Background: an optimization exercise with open tools, aiming at small area, a short achievable clock period and few clock cycles per item. Do not read the settings as production practice. Function was checked by simulation only, so behaviour that the tests miss may differ from the original.

==> flow/config.mk <==
export PLATFORM = sky130hd
export DESIGN_NAME = sw
export DESIGN_NICKNAME = sw
export VERILOG_FILES = /design/flow/design.v
export SDC_FILE = /design/flow/constraint.sdc
export NUM_CORES = 4
export LEC_CHECK = 0
export CAP_MARGIN = 20
export CORE_MARGIN = 2
export CORE_UTILIZATION = 75
export CTS_CLUSTER_DIAMETER = 100
export CTS_CLUSTER_SIZE = 24
export SLEW_MARGIN = 20
==> flow/constraint.sdc <==
create_clock -name core_clock -period 11.0 [get_ports {clk}]
set_input_delay 2.2000 -clock core_clock [delete_from_list [all_inputs] [get_ports {clk}]]
set_output_delay 2.2000 -clock core_clock [all_outputs]
set_load 0.01 [all_outputs]
==> flow/design.v <==
module ge #(parameter W = 8, parameter K = 0) (a, b, out);
  input  [W-1:0] a, b;
  output         out;
  function automatic cout16(input [15:0] g, input [15:0] p, input cin);
    reg [15:0] gg, pp;
    integer l, i;
    begin
      gg = g; pp = p;
      for (l = 1; l < 16; l = l * 2)
        for (i = 0; i < 16; i = i + 2 * l) begin
          gg[i+2*l-1] = gg[i+2*l-1] | (pp[i+2*l-1] & gg[i+l-1]);
          pp[i+2*l-1] = pp[i+2*l-1] & pp[i+l-1];
        end
      cout16 = gg[15] | (pp[15] & cin);
    end
  endfunction
  generate
    if (K == 0) begin : k0
      wire [15:0] g = {{(16-W){1'b0}}, a & ~b};
      wire [15:0] p = {{(16-W){1'b1}}, a | ~b};
      assign out = cout16(g, p, 1'b1);
    end else begin : k4
      wire [W-3:0] ah = a[W-1:2], bh = b[W-1:2];
      wire [15:0] g = {{(18-W){1'b0}}, ah & ~bh};
      wire [15:0] p = {{(18-W){1'b1}}, ah | ~bh};
      wire hge = cout16(g, p, 1'b1);
      reg  [W-3:0] t;
      integer n;
      always @(*) begin
        t[0] = 1'b1;
        for (n = 1; n < W-2; n = n + 1) t[n] = t[n-1] & ah[n-1];
      end
      wire inc = &((ah ^ bh) ~^ t);
      wire lge = (a[1] & ~b[1]) | ((a[1] | ~b[1]) & (a[0] | ~b[0]));
      assign out = hge | (inc & lge);
    end
  endgenerate
endmodule
module pairc #(parameter W = 8) (a, b, ab, a4b, b4a);
  input  [W-1:0] a, b;
  output         ab, a4b, b4a;
  localparam H = W - 2;
  wire [H-1:0] ah = a[W-1:2], bh = b[W-1:2];
  wire [1:0]   al = a[1:0],   bl = b[1:0];
  reg  gt, eq;
  reg  [15:0] g, e;
  integer l, i;
  always @(*) begin
    g = 16'd0; e = 16'hffff;
    for (i = 0; i < H; i = i + 1) begin
      g[i] = ah[i] & ~bh[i];
      e[i] = ~(ah[i] ^ bh[i]);
    end
    for (l = 1; l < 16; l = l * 2)
      for (i = 0; i < 16; i = i + 2 * l) begin
        g[i+2*l-1] = g[i+2*l-1] | (e[i+2*l-1] & g[i+l-1]);
        e[i+2*l-1] = e[i+2*l-1] & e[i+l-1];
      end
    gt = g[15];
    eq = e[15];
  end
  reg [H-1:0] ta, tb;
  integer n;
  always @(*) begin
    ta[0] = 1'b1; tb[0] = 1'b1;
    for (n = 1; n < H; n = n + 1) begin
      ta[n] = ta[n-1] & ah[n-1];
      tb[n] = tb[n-1] & bh[n-1];
    end
  end
  wire [H-1:0] x = ah ^ bh;
  wire inc_ab = &(x ~^ ta);
  wire inc_ba = &(x ~^ tb);
  wire lge = (al[1] & ~bl[1]) | ((al[1] | ~bl[1]) & (al[0] | ~bl[0]));   
  wire lle = (bl[1] & ~al[1]) | ((bl[1] | ~al[1]) & (bl[0] | ~al[0]));   
  assign ab  = gt | (eq & lge);
  assign a4b = gt | eq | (inc_ab & lge);
  assign b4a = ~gt | (inc_ba & lle);
endmodule
module PE #(parameter J = 1) (
  input        clk,
  input        load,       
  input  [1:0] t_in,       
  input  [1:0] s_port,     
  input        m_load,     
  input  [8:0] v_in,       
  input  [8:0] e_in,       
  input  [8:0] r_in,       
  output [8:0] v_out,
  output [8:0] e_out,
  output [8:0] r_out,
  output [8:0] d_reg,      
  output [8:0] f_reg       
);
  localparam W  = (J <= 1) ? 4 : (J <= 3) ? 5 : (J <= 7) ? 6 : (J <= 15) ? 7 : (J <= 31) ? 8 : 9;
  localparam WI = (J <= 2) ? 4 : (J <= 4) ? 5 : (J <= 8) ? 6 : (J <= 16) ? 7 : (J <= 32) ? 8 : 9;
  reg  [1:0]    s;
  reg  [W-1:0]  d, f, eo, vo;
  reg  [WI-1:0] ro;
  wire [W-1:0]  vi = (J == 1) ? 7 : v_in[W-1:0];
  wire [W-1:0]  e  = (J == 1) ? 0 : e_in[W-1:0];
  wire [WI-1:0] ri = (J == 1) ? 7 : r_in[WI-1:0];
  wire [WI-1:0] vr = (J == 1) ? 7 : v_in[WI-1:0];
  wire c_de, c_df, c_ef, c_e4d, c_e4f, c_f4d, c_f4e, c_r;
  wire u_de, u_df;    
  pairc #(W) p_de (.a(d), .b(e), .ab(c_de), .a4b(u_de), .b4a(c_e4d));
  pairc #(W) p_df (.a(d), .b(f), .ab(c_df), .a4b(u_df), .b4a(c_f4d));
  pairc #(W) p_ef (.a(e), .b(f), .ab(c_ef), .a4b(c_e4f), .b4a(c_f4e));
  ge #(WI, 0) g_r (.a(ri), .b(vr), .out(c_r));
  wire sel_d = c_de & c_df;
  wire sel_e = ~c_de & c_ef;
  wire sel_f = ~c_df & ~c_ef;
  wire [W-1:0] v = ({W{sel_d}} & d) | ({W{sel_e}} & e) | ({W{sel_f}} & f);
  wire [W-1:0] e3 = e - 2'd3;
  wire [W-1:0] f3 = f - 2'd3;
  wire [W-1:0] d7 = d - 3'd7;
  wire [W-1:0] e7 = e - 3'd7;
  wire [W-1:0] f7 = f - 3'd7;
  wire keep_e = c_e4d & c_e4f;
  wire keep_f = c_f4d & c_f4e;
  wire [W-1:0] en = keep_e ? e3 : (c_df ? d7 : f7);
  wire [W-1:0] fn = keep_f ? f3 : (c_de ? d7 : e7);
  wire          m  = (t_in == s);
  wire [W-1:0]  dn = m ? vi + 4'd8 : ((vi > 4'd12) ? vi - 3'd5 : 4'd7);
  wire [WI-1:0] rn = c_r ? ri : vr;
  always @(posedge clk) begin
    if (load) begin
      s <= s_port;
      d <= m_load ? 4'd15 : 4'd7;
      f <= {W{1'b0}};
    end else begin
      d <= dn;
      f <= fn;
    end
    eo <= en;
    vo <= v;
    ro <= rn;
  end
  assign v_out = vo;
  assign e_out = eo;
  assign r_out = ro;
  assign d_reg = d;
  assign f_reg = f;
endmodule
module PE_array #(parameter N = 32) (
  input        clk,
  input        rst,
  input        valid,       
  input  [1:0] data_s,
  input  [1:0] data_t,
  output       act_last,    
  output       done_last,   
  output [8:0] r_last,      
  output [8:0] vin_last,    
  output [8:0] e_last,      
  output [8:0] d_last,      
  output [8:0] f_last       
);
  reg  [N:1] vr;
  wire [N:0] vr_w = {vr, valid};
  reg  [1:0] tp [1:N-1];
  wire [1:0] tw [0:N-1];
  wire [8:0] vw [0:N];
  wire [8:0] ew [0:N];
  wire [8:0] rw [0:N];
  wire [8:0] dr [1:N];
  wire [8:0] fr [1:N];
  assign tw[0] = data_t;
  assign vw[0] = 9'd7;
  assign ew[0] = 9'd0;
  assign rw[0] = 9'd7;
  always @(posedge clk or posedge rst) begin
    if (rst) vr <= {N{1'b0}};
    else     vr <= vr_w[N-1:0];
  end
  reg  [1:0] t1;
  always @(posedge clk) if (valid & ~vr[1]) t1 <= data_t;
  wire m_first = (data_t == data_s);    
  wire m_rest  = (t1 == data_s);
  genvar j;
  generate
    for (j = 1; j <= N-1; j = j + 1) begin : tpipe
      always @(posedge clk) tp[j] <= tw[j-1];
      assign tw[j] = tp[j];
    end
    for (j = 1; j <= N; j = j + 1) begin : pe
      PE #(.J(j)) u (
        .clk(clk),
        .load(vr_w[j-1] & ~vr_w[j]),
        .t_in(tw[j-1]),
        .s_port(data_s),
        .m_load((j == 1) ? m_first : m_rest),
        .v_in(vw[j-1]), .e_in(ew[j-1]), .r_in(rw[j-1]),
        .v_out(vw[j]), .e_out(ew[j]), .r_out(rw[j]),
        .d_reg(dr[j]), .f_reg(fr[j])
      );
    end
  endgenerate
  assign act_last  = vr[N];
  assign done_last = vr[N] & ~vr[N-1];
  assign r_last    = rw[N-1];
  assign vin_last  = vw[N-1];
  assign e_last    = ew[N-1];
  assign d_last    = dr[N];
  assign f_last    = fr[N];
endmodule
module sw(
    clk,
    reset,
    valid,
    data_s,
    data_t,
    finish,
    max
);
input  clk;
input  reset;
input  valid;
input  [1:0] data_t, data_s;
output finish;
output [11:0] max;
parameter PE_LENGTH = 32;
wire       act_last, done_last;
wire [8:0] r_last, vin_last, e_last, d_last, f_last;
PE_array #(.N(PE_LENGTH)) pe_array(
    .clk(clk),
    .rst(reset),
    .valid(valid),
    .data_s(data_s),
    .data_t(data_t),
    .act_last(act_last),
    .done_last(done_last),
    .r_last(r_last),
    .vin_last(vin_last),
    .e_last(e_last),
    .d_last(d_last),
    .f_last(f_last)
);
reg  [8:0] best, best_out;
reg        fin_n, fin;    
wire [8:0] x [0:5];
assign x[0] = best;
assign x[1] = r_last;
assign x[2] = vin_last;
assign x[3] = d_last;
assign x[4] = e_last;
assign x[5] = f_last;
wire [5:0] c [0:5];    
wire [5:0] win;
reg  [8:0] m6, m6u;
genvar gi, gj;
generate
  for (gi = 0; gi < 6; gi = gi + 1) begin : cmp_i
    for (gj = 0; gj < 6; gj = gj + 1) begin : cmp_j
      if (gi < gj) begin : lt
        ge #(9, 0) u (.a(x[gi]), .b(x[gj]), .out(c[gi][gj]));
      end else begin : nlt
        assign c[gi][gj] = 1'b0;
      end
    end
  end
endgenerate
integer i, j;
reg w;
reg [5:0] win_r;
always @(*) begin
  for (i = 0; i < 6; i = i + 1) begin
    w = 1'b1;
    for (j = 0; j < 6; j = j + 1) begin
      if (j > i) w = w & c[i][j];
      if (j < i) w = w & ~c[j][i];
    end
    win_r[i] = w;
  end
  m6 = 9'd0;
  m6u = 9'd0;
  for (i = 0; i < 6; i = i + 1) begin
    m6  = m6  | ({9{win_r[i]}} & x[i]);
    m6u = m6u | ({9{win_r[i]}} & (x[i] - 9'd7));    
  end
end
always @(posedge clk or posedge reset) begin
    if (reset) begin
        best     <= 9'd7;
        fin_n    <= 1'b1;
        fin      <= 1'b0;
    end else begin
        if (act_last) best <= m6;
        fin_n <= ~done_last & fin_n;
        fin   <= done_last | ~fin_n;
    end
end
always @(posedge clk) begin
    best_out <= act_last ? m6u : best - 9'd7;
end
assign finish = fin;
assign max    = {3'd0, best_out};
endmodule
==> flow/flow/run.sh <==
#!/bin/bash
# The standard layout, with two changes to how it is optimised (the SDC, and
# so the clock period and I/O constraints, stay as given):
#  - port buffers of a fixed, stronger cell (buffer_ports otherwise picks a
#    slow delay buffer for every port);
#  - timing repair aims for a setup slack margin of 7.6 ns instead of 0, so
#    the resizer works on the paths that set the achieved period.
set -euo pipefail
export BUFFER_PORTS_ARGS="-buffer_cell sky130_fd_sc_hd__buf_4"
export SETUP_SLACK_MARGIN=7.6
bash standard.sh > standard.log 2>&1
==> flow/standard.sh <==
#!/bin/bash
# synth_recipe.tcl (not shown) runs the flow's synth.tcl, then flattens the netlist and writes it again
# the make line also repeats each setting of config.mk as NAME=value (left out here)
make -C /OpenROAD-flow-scripts/flow DESIGN_CONFIG=/design/flow/config.mk WORK_HOME=/design/flow/orfs CLKGATE_MAP_FILE= SYNTH_SCRIPT=/design/flow/synth_recipe.tcl "${@:-finish}"
==> results.cfg, run 1 <==
[global_routing]
grt_pass1_vias = 84062
grt_max_degree = 33
antenna_found_initial = 2
grt_usage_pct = 40.38
grt_pass1_wl_mm = 431.2
grt_overflow_total = 0

[worst_setup_path]
cp_slowest_cell = dfxtp_2
slowest_delay_ps = 370
rr_worst_depth = 12
criticalPathCategory = flop to output port
cp_cell_sequence = buf_4
critical_path.max_fanout = 1
reg2reg_to = pe_array.pe[24].u.vo[7]
regToRegStartpoint = pe_array.pe[24].u.f[3]
cpLargestDelayFamily = flip-flops
worst_ep_arrival_time_ps = 1190
crit_buf_inv = 1
crit_start = best_out[1]
ff2ff_setup_slack_ps = 7690
required_ps = 8800
end_kind = output port
cp_num_cells = 1
crit_path_end = max[1]
startpoint_type = flop

[sta]
finalCriticalPeriod_ps = 3390
hold_viol = 0
finalClockSkew_ps = 27.27
setup_viol = 0
maxSlewHeadroom_pct = 22.97
worst-slew-pin-transition_ps = 1155
period_share_pct = 30.82
worst_slack_ps = 7610
slew_viol_final = 0
finalSetupTns_ps = 0
fmax_ghz = 0.2949
rsz0062_at_grt = false

[layout]
multiInputGateArea_um2 = 61650
nets = 12029
fillerInstances = 8749
largest_reg_flops = 231
area_growth_syn_to_layout_pct = 2.628
postLayoutCoreUtil_pct = 77.72
seqCellArea_um2 = 26870
antenna_cells = 0
drive_gt1_share_pct = 3.740

[clock_network]
cts.sinks = 1297
clkTransAtPathRegs_ps = 100
cts_buffers = 67
cts_tree = done
ctsLongestPathBuffers = 3
cts_hold_buffers = 0
cts.htree.levels = 3
clk_latency_ps = 690
cts-root-buf = clkbuf_16

[job]
cap_viol_max_count = 0

[synthesis]
ys_async_sr_fraction_pct = 3.315
synth-edff-count = 66
synth_cell_type_count = 94
avgSynthCellArea_um2 = 7.961
synth_warnings = 48
syn-instance-count = 11776
seq_area_frac_synth_pct = 28.64
synth_area_um2 = 93750
synthFlopType = dfxtp_1
ys_seq_elements = 1297

[die]
die-area_um2 = 127800
pin_count = 20
die_h_um = 357.6
start_util_pct = 75.73
die_x_um = 357.6
fp.coreArea_um2 = 123800
rows = 129

[route]
antenna_left = 0
wl_per_cell_um = 20.71
via_per_inst = 6.774
wirelength_mm = 268.7
drc = 0
first_iter_violations = 11839
dr.pass1.iters = 13
vias = 87889

[place]
port_buffers = 16
dp_slack_ps = 7206
dp_hpwl_mm = 193.6
place_congestion = 1.014

[min_path]
hold_depth = 0
min_path_type = flop to flop

[run_status]
status = finished clean
## per-layer routing
metal	global-route usage (%)	wire length (um)
met2	65.00	120400
met4	18.82	13230
met1	52.90	107300
met3	6.855	27710
met5	0	13
## what timing repair did
action,in CTS,in global routing
setup endpoints to repair,49,150
gates resized for setup,16,40
setup buffers,1,4
pin swaps,0,2
## area by class of cell
class,instances,share of cell area [%]
Timing Repair Buffer,65,0.5371
Clock buffer,101,1.974
Tap cell,1637,2.129
Multi-Input combinational cell,9044,64.08
Sequential cell,1297,27.92
Inverter,819,3.206
Clock inverter,12,0.1535
## metrics by stage
stage                     instances  hold slack (ps)  area [um^2]
final                         12975            347.9        96210
after detailed placement      12856            355.5        93900
after global routing          12975            360.5        96210
after CTS                     12970            345.1        96010
after floorplan               11778            348.7        93760
after global placement        12856            351.7        93890
## synth_stat cells (all sizes together), types with 53 or more instances
library cell	number	area share [%]
dfxtp	1188	25
nand2	1030	4.1
a21oi	978	5.2
xnor2	927	8.7
nor2	847	3.4
inv	813	3.3
ha	728	9.7
o21ai	683	3.6
clkbuf	545	2.2
mux2i	387	4.1
nor3	350	1.9
nand3	258	1.4
nand2b	216	1.4
a211oi	200	1.6
a21o	197	1.6
maj3	183	2.0
nor2b	175	1.2
xor2	153	1.4
and2	147	0.98
a31oi	134	0.89
nand4	133	0.89
a22oi	109	0.87
and3	106	0.71
o31ai	98	0.78
nor4	97	0.65
a222oi	94	1.0
mux2	91	1.1
buf	73	0.36
a221o	70	0.75
o211ai	70	0.60
edfxtp	66	2.1
o22ai	53	0.35
## kinds of logic after synthesis
group	count (synthesis)	synth area share, %
and+or+nand+nor	3560	18.16
AOI/OAI and AO/OA	3012	20.36
buffers and inverters	1437	5.824
DFF	1297	28.64
xor gates and xnor gates	1080	10.09
adders and majority gates	911	11.68
muxes	478	5.245
other	1	0.004000
## layout by cell type (no fill, tap or decap), drive strengths merged, types with 175 or more instances in the layout
master  instances
nor3          350
a211oi        200
ha            728
nand3         258
a21o          197
o21ai         683
a21oi         978
nand2        1030
nand2b        216
nor2b         175
inv           820
dfxtp        1188
xnor2         927
nor2          847
mux2i         387
maj3          183
## worst min path at each step
stage / from / endpoint / slack [ps]
after floorplan: pe_array.tp[16][0] / pe_array.tp[17][0] / 350
after global placement: pe_array.tp[16][1] / pe_array.tp[17][1] / 350
after detailed placement: pe_array.tp[13][1] / pe_array.tp[14][1] / 360
after CTS: pe_array.tp[8][0] / pe_array.tp[9][0] / 350
after global routing: pe_array.tp[8][0] / pe_array.tp[9][0] / 360
final: pe_array.tp[8][0] / pe_array.tp[9][0] / 350
Testbench counts, summed over its fixed seeds: cycles 24,576, jobs 384.
==> run 2: changes to the inputs <==
--- a/flow/config.mk
+++ b/flow/config.mk
@@ -9,3 +9,3 @@
 export CORE_MARGIN = 2
-export CORE_UTILIZATION = 75
+export CORE_UTILIZATION = 80
 export CTS_CLUSTER_DIAMETER = 100
==> results.cfg, run 2 <==
[sta]
period_share_pct = 31.00
worst_slack_ps = 7590
fmax_ghz = 0.2932
finalClockSkew_ps = 26.92
worst-slew-pin-transition_ps = 1131
setup_viol = 0
hold_viol = 0
maxSlewHeadroom_pct = 24.42
slew_viol_final = 0
finalCriticalPeriod_ps = 3410
rsz0062_at_grt = true
finalSetupTns_ps = 0

[die]
die-area_um2 = 119900
die_h_um = 346.3
pin_count = 20
fp.coreArea_um2 = 116200
rows = 125
start_util_pct = 80.68
die_x_um = 346.3

[layout]
area_growth_syn_to_layout_pct = 2.494
layout_common_cells = dfxtp_1, nand2_1, a21oi_1
nets = 12026
fillerInstances = 7375
largest_reg_flops = 231
final_common_cell = dfxtp_1
drive_gt1_share_pct = 3.818
seqCellArea_um2 = 26870
design_area_um2 = 96090
multiInputGateArea_um2 = 61710
postLayoutCoreUtil_pct = 82.69

[worst_setup_path]
end_kind = output port
slowest_delay_ps = 390
cp_slowest_cell = dfrtp_1
regToRegStartpoint = pe_array.pe[18].u.f[3]
worst_ep_arrival_time_ps = 1210
required_ps = 8800
cpLargestDelayFamily = flip-flops
criticalPathCategory = flop to output port
cp_cell_sequence = buf_6
rr_worst_depth = 11
reg2reg_to = pe_array.pe[18].u.vo[3]
crit_buf_inv = 1
startpoint_type = flop
ff2ff_setup_slack_ps = 7630
critical_path.max_fanout = 1

[clock_network]
cts_tree = done
ctsLongestPathBuffers = 3
cts_buffers = 67
clkTransAtPathRegs_ps = 110
cts.htree.levels = 3
cts.sinks = 1297
clk_latency_ps = 700
cts-root-buf = clkbuf_16

[synthesis]
synth.most_common_cell = dfxtp_1
synth_cell_type_count = 94
synth_top_cell_by_area = dfxtp_1
synth.area.top_cells = dfxtp_1, ha_1, xnor2_1
seq_area_frac_synth_pct = 28.64
ys_async_sr_fraction_pct = 3.315
ys_seq_elements = 1297
avgSynthCellArea_um2 = 7.961
synth_top_area_share_pct = 25.37
synth_warnings = 48
synthFlopType = dfxtp_1
syn-instance-count = 11776
synth_area_um2 = 93750
synth-edff-count = 66
synthTopCellsByCount = dfxtp_1, nand2_1, a21oi_1

[min_path]
min_path_type = flop to flop
min_to = pe_array.tp[12][1]
holdCritStartpoint = pe_array.tp[11][1]
hold_depth = 0

[global_routing]
antenna_found_initial = 6
grt_pass1_vias = 84935
grt_max_degree = 44
grt_overflow_total = 0
grt_pass1_wl_mm = 430.7
grt_usage_pct = 42.56

[run_status]
status = finished clean

[place]
dp_hpwl_mm = 191.9
dp_slack_ps = 7147
dpl-instance-area_um2 = 93720
port_buffers = 16
place_congestion = 1.036

[route]
vias = 89385
wl_per_cell_um = 20.87
dr.pass1.iters = 13
antenna_left = 0
wirelength_mm = 268.5
via_per_inst = 6.947
first_iter_violations = 11903
drc = 0

[job]
cap_viol_max_count = 0
-- run 2: worst max path at each step --
stage                              end  cells past startpoint  slack, ps                    from
6_report                        finish                      1       7590                     fin
5_1_grt                         finish                      1       7570                     fin
4_1_cts                         finish                      1       7570                     fin
3_5_place_dp   pe_array.pe[23].u.vo[6]                     11       7150  pe_array.pe[23].u.f[3]
3_3_place_gp   pe_array.pe[23].u.vo[4]                     11       7280  pe_array.pe[23].u.f[3]
2_1_floorplan                  best[3]                      1       7800                   reset
-- run 2: cell families (layout without fill, tap and decap cells) --
family,Yosys count,after routing,share of synthesized area [%]
flops,1297,1297,28.64
compound gates,3012,3012,20.36
buf+inv,1437,999,5.824
mux,478,478,5.245
xor+xnor,1080,1080,10.09
fa+ha+maj,911,911,11.68
other cells,1,5,0.004000
simple gates,3560,3560,18.16
-- run 2: layer usage --
layer	GRT usage [%]	wire length [um]
met5	0	39
met4	20.64	14190
met3	7.203	29740
met2	69.07	121100
met1	54.95	103400
-- run 2: per-stage QoR --
stage | cells | hold WS, ps
after floorplan | 11778 | 348.7
after global placement | 12740 | 352.8
after detailed placement | 12740 | 356.8
after CTS | 12860 | 352.7
after global routing | 12864 | 366.7
final | 12866 | 344.7
-- run 2: worst reg2reg max path: cells and delay by family (launching register included) --
family	cells	cell delay, ps
AOI/OAI and AO/OA	6	1470
DFF	1	580
and+or+nand+nor	2	560
adders and majority gates	1	370
buffers and inverters	2	280
-- run 2: what timing repair did --
item                                    CTS  global route
resized for setup                        19            50
hold buffers                              0             0
cloned                                    0             0
pin swaps                                 1             2
setup buffers                             2             2
endpoints found under the setup margin   79           165
-- run 2: area by class of cell --
class                      count  area share, %
sequential                  1297          27.97
clock inverter                14         0.1758
timing repair buffer          62         0.5026
inverter                     819          3.205
antenna                        2       0.005208
clock buffer                 104          1.944
tap                         1524          1.984
multi-input combinational   9044          64.22
==> run 3: changes to the inputs <==
--- a/flow/design.v
+++ b/flow/design.v
@@ -116,4 +116,4 @@
   wire [W-1:0] d7 = d - 3'd7;
-  wire [W-1:0] e7 = e - 3'd7;
-  wire [W-1:0] f7 = f - 3'd7;
+  wire [W-1:0] e7 = {e3[W-1:2] - 1'b1, e3[1:0]};    
+  wire [W-1:0] f7 = {f3[W-1:2] - 1'b1, f3[1:0]};    
   wire keep_e = c_e4d & c_e4f;
--- a/flow/config.mk
+++ b/flow/config.mk
@@ -9,3 +9,3 @@
 export CORE_MARGIN = 2
-export CORE_UTILIZATION = 80
+export CORE_UTILIZATION = 70
 export CTS_CLUSTER_DIAMETER = 100
==> results.cfg, run 3 <==
[synthesis]
synth_top_cell_by_area = dfxtp_1
synth_top_area_share_pct = 25.41
ys_seq_elements = 1297
synth_cell_type_count = 98
synth.area.top_cells = dfxtp_1, ha_1, xnor2_1
ys_async_sr_fraction_pct = 3.315
synth.most_common_cell = dfxtp_1
synthTopCellsByCount = dfxtp_1, nand2_1, a21oi_1
avgSynthCellArea_um2 = 8.062
seq_area_frac_synth_pct = 28.68
syn-instance-count = 11611
synth_warnings = 48
synth_area_um2 = 93610
synthFlopType = dfxtp_1
synth-edff-count = 66

[run_status]
status = finished clean

[clock_network]
cts-root-buf = clkbuf_16
clk_latency_ps = 720
cts.htree.levels = 3
cts_hold_buffers = 0
cts_tree = done
ctsLongestPathBuffers = 3
cts_buffers = 67
cts.sinks = 1297
clkTransAtPathRegs_ps = 100

[worst_setup_path]
criticalPathCategory = flop to output port
rr_worst_depth = 10
cp_cell_sequence = buf_6
required_ps = 8800
crit_buf_inv = 1
slowest_delay_ps = 390
cpLargestDelayFamily = flip-flops
critical_path.max_fanout = 1
regToRegStartpoint = pe_array.pe[31].u.vo[2]
reg2reg_to = best[1]
end_kind = output port
cp_slowest_cell = dfrtp_1
ff2ff_setup_slack_ps = 7670
worst_ep_arrival_time_ps = 1200
crit_start = fin
startpoint_type = flop

[place]
dp_hpwl_mm = 190.7
place_congestion = 1.005
port_buffers = 16

[global_routing]
grt_pass1_vias = 79930
grt_max_degree = 44
grt_overflow_total = 0
grt_usage_pct = 36.51
antenna_found_initial = 1
grt_pass1_wl_mm = 416.2

[die]
die_h_um = 369.7
start_util_pct = 70.32
die-area_um2 = 136700
fp.coreArea_um2 = 133100
die_x_um = 369.7
pin_count = 20
rows = 134

[sta]
finalClockSkew_ps = 39.31
period_share_pct = 30.95
finalSetupTns_ps = 0
setup_viol = 0
hold_viol = 0
fmax_ghz = 0.2937
worst-slew-pin-transition_ps = 1162
hold_ws_ps = 363.4
rsz0062_at_grt = true
finalCriticalPeriod_ps = 3405
slew_viol_final = 0
maxSlewHeadroom_pct = 22.05

[route]
drc = 0
antenna_left = 0
vias = 84655
wirelength_mm = 259.5
first_iter_violations = 8994
via_per_inst = 6.513
wl_per_cell_um = 19.97
dr.pass1.iters = 14

[layout]
drive_gt1_share_pct = 4.373
layout_common_cells = dfxtp_1, nand2_1, a21oi_1
fillerInstances = 10573
largest_reg_flops = 231
area_growth_syn_to_layout_pct = 3.043
nets = 11974
final_common_cell = dfxtp_1

[min_path]
holdCritStartpoint = pe_array.tp[19][1]
min_to = pe_array.tp[20][1]
hold_depth = 0
min_path_type = flop to flop

[job]
cap_viol_max_count = 0
run 3: cell types whose count changed after synthesis, moves of 49 or more:
cell     before  now
nand2_1    1027  970
nand3_1     258  332
xnor2_1     927  745
xor2_1      153  304
ha_1        728  789
nor2_1      847  798
mux2_2       86  158
run 3: area by class of cell:
cell class / instances / area [um^2] / area share [%]
antenna: 2 / 5.005 / 0.005188
clock buffer: 110 / 1963 / 2.035
clock inverter: 8 / 127.6 / 0.1323
inverter: 805 / 3034 / 3.145
multi-input combinational: 8945 / 61740 / 64.01
sequential: 1297 / 26870 / 27.86
tap: 1768 / 2212 / 2.293
timing repair buffer: 62 / 505.5 / 0.5240
run 3: layer usage:
metal | global-route usage, % | wire length [um]
met5 | 0 | 0
met4 | 12.71 | 9191
met3 | 4.643 | 21760
met2 | 59.78 | 118000
met1 | 49.42 | 110600
run 3: worst max-delay path by stage:
stage,to,depth (start not counted),slack (ps)
3_5_place_dp,pe_array.pe[2].u.d[3],4,6810
5_1_grt,finish,1,7560
4_1_cts,finish,1,7570
3_3_place_gp,pe_array.pe[2].u.d[3],4,6890
2_1_floorplan,best[3],1,7800
6_report,finish,1,7600
run 3: kinds of logic (layout without fill, tap and decap cells):
family                   Yosys count  in the layout  synth area share, %
AO/OA/AOI/OAI                   2867           2867                19.33
XOR/XNOR                        1049           1049                9.814
adder cells (fa/ha/maj)          986            986                12.67
buffers and inverters           1371            985                5.581
flip-flops                      1297           1297                28.68
multiplexers                     519            519                5.821
other                              1              5             0.004006
AND/OR/NAND/NOR                 3521           3521                18.10
run 3: metrics by stage:
step           instance area [um^2]  setup WS, ps  utilization (%)  instances
2_1_floorplan                 93620          7804                -      11613
3_3_place_gp                  94070          6894            70.66      12870
3_5_place_dp                  94070          6810            70.66      12870
4_1_cts                       96290          7566            72.33      12992
5_1_grt                       96460          7562            72.46      12995
6_report                      96460          7595            72.46      12997
run 3: timing repair:
action | in CTS | in global routing
buffers inserted | 4 | 0
setup endpoints to repair | 51 | 111
pin swaps | 2 | 0
gates resized for setup | 24 | 32
Testbench counts of run 3, summed over its fixed seeds: cycles 24,576, jobs 384.

port drivers added, routing unchanged:
In the flow no input, the clock included, has a driving cell. The finished layouts below were timed again as built, in two steps.
Step 1 assumes that a clkbuf_16 drives the clock port and a buf_2 every other input.
Step 2, shift: input delay + t, output delay - t, t = (earliest + latest rising clock arrival at the registers) / 2. This alone moves slack from input paths to output paths.
Three values: ideal ports, drivers, drivers and shift; two values: the first two.
run	shift t [ns]	slack for setup (ns)	clock arrival spread, ns	worst data-port slew with drivers (ns)	pins driven straight from the clock port
run 1	0.760	7.610 / 7.531 / 7.160	0.037 / 0.036	0.06	1
run 2	0.770	7.590 / 7.509 / 7.210	0.029 / 0.029	0.04	1
run 3	0.780	7.595 / 7.515 / 6.953	0.042 / 0.042	0.04	1
After both steps every run listed still meets setup and hold. For run 3, which loses most, drivers alone change the setup slack by -0.080 ns; drivers and shift together by -0.642 ns.
